Context: an optimization exercise on an open-source flow, tuned for small area. The choices shown serve that exercise and are no tape-out recipe.
RTL that was checked went through simulation tests only; none was proved equivalent to the original.
The clock input has no modelled driver; a real chip could not lean on it and would need a root buffer or a full tree.
No activity file was given, so power comes from the tool's default toggle rates.

==> ember <==
Design stopwatch, start of the top module:
module stopwatch(
    input            CLOCK_50,
    input      [3:0] KEY,
    input      [9:0] SW,
    output     [6:0] HEX0, HEX1, HEX2, HEX3
);
==> module stopwatch, before the edit <==
module stopwatch(
    input            CLOCK_50,
    input      [3:0] KEY,
    input      [9:0] SW,
    output     [6:0] HEX0, HEX1, HEX2, HEX3
);
    function [4:0] digit_next;
        input [3:0] q;
        input en, rst;
        digit_next = {
            (q[0] & q[2] & en),
            (~q[1] & ~q[3] & en & ~rst) | (q[3] & ~en & ~rst),
            (q[2] & ~en & ~rst) | (q[3] & en & ~rst),
            ~((~q[1] & ~en) | (~q[0] & ~q[2] & ~q[3] & en) | (rst) | (~q[1] & q[3]) | (q[0] & q[2] & en)),
            (q[0] & ~en & ~rst) | (~q[0] & en & ~rst)};
    endfunction
    function [6:0] seg;
        input [3:0] q;
        seg = {
            (~q[1] & ~q[2]),
            ~((~q[0] & ~q[2]) | (q[1] & ~q[3])),
            (q[0]) | (q[1] & q[2]),
            (q[0] & ~q[1]) | (~q[0] & q[1] & q[2]),
            (~q[1] & q[2]),
            (q[1] & ~q[2] & ~q[3]),
            (~q[1] & q[3]) | (~q[0] & q[1] & q[2])};
    endfunction
    reg [2:0] ss_sync;
    reg [2:0] rst_sync;
    always @(posedge CLOCK_50) begin
        ss_sync  <= {ss_sync[1:0],  KEY[0]};
        rst_sync <= {rst_sync[1:0], KEY[1]};
    end
    wire ss  = ss_sync[1]  & ~ss_sync[2];
    wire rst = rst_sync[1] & ~rst_sync[2];
    reg running;
    always @(posedge CLOCK_50)
        running <= ~rst & (running ^ ss);
    reg [3:0] pre;
    wire [3:0] q = pre;
    wire run = running;
    wire tick = (q[0] & ~q[1] & q[3]);
    always @(posedge CLOCK_50)
        pre <= {~((~q[3] & ~run) | (q[3] & run) | (rst) | (q[0] & ~q[1] & q[3])), (q[2] & ~run & ~rst) | (~q[0] & run & ~rst), (q[1] & ~run & ~rst) | (q[2] & run & ~rst), (q[0] & ~q[3] & ~run & ~rst) | (q[1] & ~rst) | (q[2] & run & ~rst)};
    reg [3:0] d0, d1, d2, d3, d4, d5;
    wire [4:0] n0 = digit_next(d0, tick, rst);
    wire [4:0] n1 = digit_next(d1, n0[4], rst);
    wire [4:0] n2 = digit_next(d2, n1[4], rst);
    wire [4:0] n3 = digit_next(d3, n2[4], rst);
    wire [4:0] n4 = digit_next(d4, n3[4], rst);
    wire [4:0] n5 = digit_next(d5, n4[4], rst);
    always @(posedge CLOCK_50) begin
        d0 <= n0[3:0];
        d1 <= n1[3:0];
        d2 <= n2[3:0];
        d3 <= n3[3:0];
        d4 <= n4[3:0];
        d5 <= n5[3:0];
    end
    assign HEX3 = seg(SW[0] ? d5 : d3);
    assign HEX2 = seg(SW[0] ? d4 : d2);
    assign HEX1 = seg(SW[0] ? d3 : d1);
    assign HEX0 = seg(SW[0] ? d2 : d0);
endmodule
Settings: LEC_CHECK=0, ABC_AREA=1, CAP_MARGIN=0, CORE_MARGIN=2, CORE_UTILIZATION=70, GPL_TIMING_DRIVEN=0, PLACE_DENSITY=0.8, SETUP_SLACK_MARGIN=-1.0, SLEW_MARGIN=0; clock period 5.0 ns.
standard.sh (not shown) runs the stock make flow with config.mk's settings and CLKGATE_MAP_FILE= SYNTH_SCRIPT=/design/flow/synth_recipe.tcl, a recipe that flattens the netlist after the stock synthesis.
==> flow/flow/run.sh <==
#!/bin/bash
# Own layout flow: the standard ORFS flow with these changes.
#  2. Port buffers are sky130_fd_sc_hd__buf_1 (every port still gets a buffer).
#  3. Clock tree: flow/cts_pre.tcl replaces TritonCTS with two clkbuf_8
#     buffers, each driving the clock pins of one half of the flip-flops.
#  5. flow/resize_pre.tcl keeps large buffers out of placement repair.
# Each tool's output goes to its own log file in the work folder.
set -euo pipefail
W=$(pwd)
export BUFFER_PORTS_ARGS="-buffer_cell sky130_fd_sc_hd__buf_1"
export PRE_CTS_TCL="$W/flow/cts_pre.tcl"
export PRE_RESIZE_TCL="$W/flow/resize_pre.tcl"
export OWN_CLKBUF=sky130_fd_sc_hd__clkbuf_8
export OWN_CLKBUF_LEVELS=1
make -C "$FLOW_HOME" DESIGN_CONFIG="$W/config.mk" WORK_HOME="$W/orfs" CLKGATE_MAP_FILE= \
  SYNTH_SCRIPT="$W/flow/synth.tcl" ADDER_MAP_FILE= finish > "$W/orfs_make.log" 2>&1
R="$W/orfs/results/$FLOW_PLATFORM/stopwatch/base"
: # left out here: write the final layout as DEF
==> flow/flow/resize_pre.tcl <==
# PRE_RESIZE_TCL hook: keep large buffers out of repair_design, so that a
# high-fanout net is fixed with a small buffer or a resized driver.
set_dont_use {sky130_fd_sc_hd__buf_4 sky130_fd_sc_hd__buf_6 sky130_fd_sc_hd__buf_8 sky130_fd_sc_hd__buf_12 sky130_fd_sc_hd__buf_16 sky130_fd_sc_hd__bufbuf_8 sky130_fd_sc_hd__bufbuf_16}
Other scripts of this flow, unchanged in this note and not shown: flow/flow/abc01.script, flow/flow/abc02.script, flow/flow/abc03.script, flow/flow/abc04.script, flow/flow/abc05.script, flow/flow/abc06.script, flow/flow/abc07.script, flow/flow/abc08.script, flow/flow/abc09.script, flow/flow/abc10.script, flow/flow/cts_pre.tcl, flow/flow/synth.tcl
==> cedar (differences from ember) <==
--- a/flow/design.v
+++ b/flow/design.v
@@ -8,22 +8,22 @@
         input [3:0] q;
         input en, rst;
         digit_next = {
-            (q[0] & q[2] & en),
-            (~q[1] & ~q[3] & en & ~rst) | (q[3] & ~en & ~rst),
-            (q[2] & ~en & ~rst) | (q[3] & en & ~rst),
-            ~((~q[1] & ~en) | (~q[0] & ~q[2] & ~q[3] & en) | (rst) | (~q[1] & q[3]) | (q[0] & q[2] & en)),
-            (q[0] & ~en & ~rst) | (~q[0] & en & ~rst)};
+            (~q[2] & ~q[3] & en),
+            ~((~q[3] & ~en) | (q[1] & ~q[3]) | (rst) | (~q[2] & en)),
+            (q[2] & ~en) | (~q[2] & en) | (rst) | (q[0]),
+            (q[1] & ~en & ~rst) | (q[3] & en & ~rst),
+            (q[0] & ~en & ~rst) | (~q[1] & q[3] & en & ~rst) | (q[0] & ~q[3] & ~rst)};
     endfunction
     function [6:0] seg;
         input [3:0] q;
         seg = {
-            (~q[1] & ~q[2]),
-            ~((~q[0] & ~q[2]) | (q[1] & ~q[3])),
-            (q[0]) | (q[1] & q[2]),
-            (q[0] & ~q[1]) | (~q[0] & q[1] & q[2]),
-            (~q[1] & q[2]),
-            (q[1] & ~q[2] & ~q[3]),
-            (~q[1] & q[3]) | (~q[0] & q[1] & q[2])};
+            (~q[0] & ~q[1] & q[2]) | (~q[2] & q[3]),
+            (q[0] & ~q[3]) | (~q[2] & q[3]),
+            ~((~q[0] & q[2]) | (q[1] & ~q[3])),
+            (~q[1] & q[3]) | (q[1] & ~q[2]),
+            (q[0] & q[1] & ~q[3]),
+            (q[1] & q[2] & q[3]),
+            (~q[1] & q[3])};
     endfunction
     reg [2:0] ss_sync;
     reg [2:0] rst_sync;
@@ -39,9 +39,9 @@
     reg [3:0] pre;
     wire [3:0] q = pre;
     wire run = running;
-    wire tick = (q[0] & ~q[1] & q[3]);
+    wire tick = (q[0] & q[1] & q[3]);
     always @(posedge CLOCK_50)
-        pre <= {~((~q[3] & ~run) | (q[3] & run) | (rst) | (q[0] & ~q[1] & q[3])), (q[2] & ~run & ~rst) | (~q[0] & run & ~rst), (q[1] & ~run & ~rst) | (q[2] & run & ~rst), (q[0] & ~q[3] & ~run & ~rst) | (q[1] & ~rst) | (q[2] & run & ~rst)};
+        pre <= {~((~q[3] & ~run) | (q[3] & run) | (rst) | (q[0] & q[1] & q[3])), (q[2] & ~run) | (rst) | (q[0] & run), (q[2] & run) | (rst) | (q[1] & ~run), (q[0] & ~q[3] & ~run & ~rst) | (~q[1] & ~rst) | (~q[2] & run & ~rst)};
     reg [3:0] d0, d1, d2, d3, d4, d5;
     wire [4:0] n0 = digit_next(d0, tick, rst);
     wire [4:0] n1 = digit_next(d1, n0[4], rst);
CORE_UTILIZATION = 40   (was 70)
PLACE_DENSITY = not set   (was 0.8)
==> yarrow (differences from ember) <==
--- a/flow/design.v
+++ b/flow/design.v
@@ -8,22 +8,22 @@
         input [3:0] q;
         input en, rst;
         digit_next = {
-            (q[0] & q[2] & en),
-            (~q[1] & ~q[3] & en & ~rst) | (q[3] & ~en & ~rst),
-            (q[2] & ~en & ~rst) | (q[3] & en & ~rst),
-            ~((~q[1] & ~en) | (~q[0] & ~q[2] & ~q[3] & en) | (rst) | (~q[1] & q[3]) | (q[0] & q[2] & en)),
-            (q[0] & ~en & ~rst) | (~q[0] & en & ~rst)};
+            (~q[1] & q[2] & ~q[3] & en),
+            ~((~q[1] & ~q[3]) | (~q[2] & en) | (rst) | (~q[3] & ~en)),
+            (q[2] & ~en & ~rst) | (q[0] & en & ~rst) | (~q[2] & q[3] & en & ~rst),
+            ~((~q[1] & ~en) | (q[2] & en) | (rst) | (q[0] & ~q[1])),
+            (q[0] & ~en & ~rst) | (q[1] & en & ~rst)};
     endfunction
     function [6:0] seg;
         input [3:0] q;
         seg = {
-            (~q[1] & ~q[2]),
-            ~((~q[0] & ~q[2]) | (q[1] & ~q[3])),
-            (q[0]) | (q[1] & q[2]),
-            (q[0] & ~q[1]) | (~q[0] & q[1] & q[2]),
-            (~q[1] & q[2]),
-            (q[1] & ~q[2] & ~q[3]),
-            (~q[1] & q[3]) | (~q[0] & q[1] & q[2])};
+            (~q[0] & q[1]) | (~q[1] & ~q[2] & ~q[3]),
+            (q[1]),
+            (~q[0] & q[1]) | (q[2]),
+            (~q[0] & q[1]) | (q[0] & ~q[1] & q[2]),
+            (q[0] & q[1] & ~q[2]),
+            (~q[0] & q[3]),
+            (~q[0] & q[1] & ~q[2]) | (q[0] & ~q[1] & q[2])};
     endfunction
     reg [2:0] ss_sync;
     reg [2:0] rst_sync;
==> flow/flow/run.sh (replaced) <==
#!/bin/bash
# Own layout flow: the standard ORFS flow with these changes.
#  2. Port buffers are sky130_fd_sc_hd__buf_1 (every port still gets a buffer).
#  3. Clock tree: flow/cts_pre.tcl replaces TritonCTS with two clkbuf_8
#     buffers, each driving the clock pins of one half of the flip-flops.
set -euo pipefail
W=$(pwd)
export BUFFER_PORTS_ARGS="-buffer_cell sky130_fd_sc_hd__buf_1"
export PRE_CTS_TCL="$W/flow/cts_pre.tcl"
export OWN_CLKBUF=sky130_fd_sc_hd__clkbuf_8
export OWN_CLKBUF_LEVELS=1
make -C "$FLOW_HOME" DESIGN_CONFIG="$W/config.mk" WORK_HOME="$W/orfs" CLKGATE_MAP_FILE= \
  SYNTH_SCRIPT="$W/flow/synth.tcl" ADDER_MAP_FILE= finish > "$W/orfs_make.log" 2>&1
R="$W/orfs/results/$FLOW_PLATFORM/stopwatch/base"
: # left out here: write the final layout as DEF
CORE_UTILIZATION = 40   (was 70)
PLACE_DENSITY = not set   (was 0.8)
removed: flow/flow/resize_pre.tcl
==> summary of the runs <==
Hold slack, highest first: ember, yarrow, cedar.
Combinational power, highest first: yarrow, ember, cedar.
In cedar the sequential share of layout area is higher than in yarrow, by 1.1 points.
Flip-flop and latch count is the same in cedar and yarrow.
Of cedar and yarrow, yarrow has the higher critical path depth (gap 1).
Synthesized cell count: yarrow > ember > cedar.
Of yarrow and cedar, cedar has the higher setup slack (gap 0.038 ns).
Clock power is about the same in ember and cedar.
No functional check of the RTL was part of ember. No run of this note takes its clock network from TritonCTS; it comes from the design's own scripts or RTL.

separate check: timing with driven ports:
No port has a modelled driver above. Below, the same layouts with a new extraction and two added sets of constraints. Step 1, drivers: a clkbuf_16 drives CLOCK_50 and a buf_2 each remaining input, both assumed. Step 2 times the ports against the registers' clock, not the clock port: input delays grow and output delays shrink by t, the midpoint of the rising clock arrivals with the driver on. Slacks: ideal ports / drivers / drivers and shift; pairs: ideal ports / drivers.
| run | shift t [ns] | setup WS [ns] | cell pins on the clock port's net |
|---|---|---|---|
| ember | 0.188 | 0.911 / 0.886 / 0.886 | 2 |
| cedar | 0.192 | 0.697 / 0.664 / 0.664 | 2 |
| yarrow | 0.194 | 0.659 / 0.627 / 0.627 | 2 |
After both steps setup and hold are still met in every run listed. For cedar, which loses most, drivers alone change the setup slack by -0.033 ns; drivers and shift together by -0.033 ns.
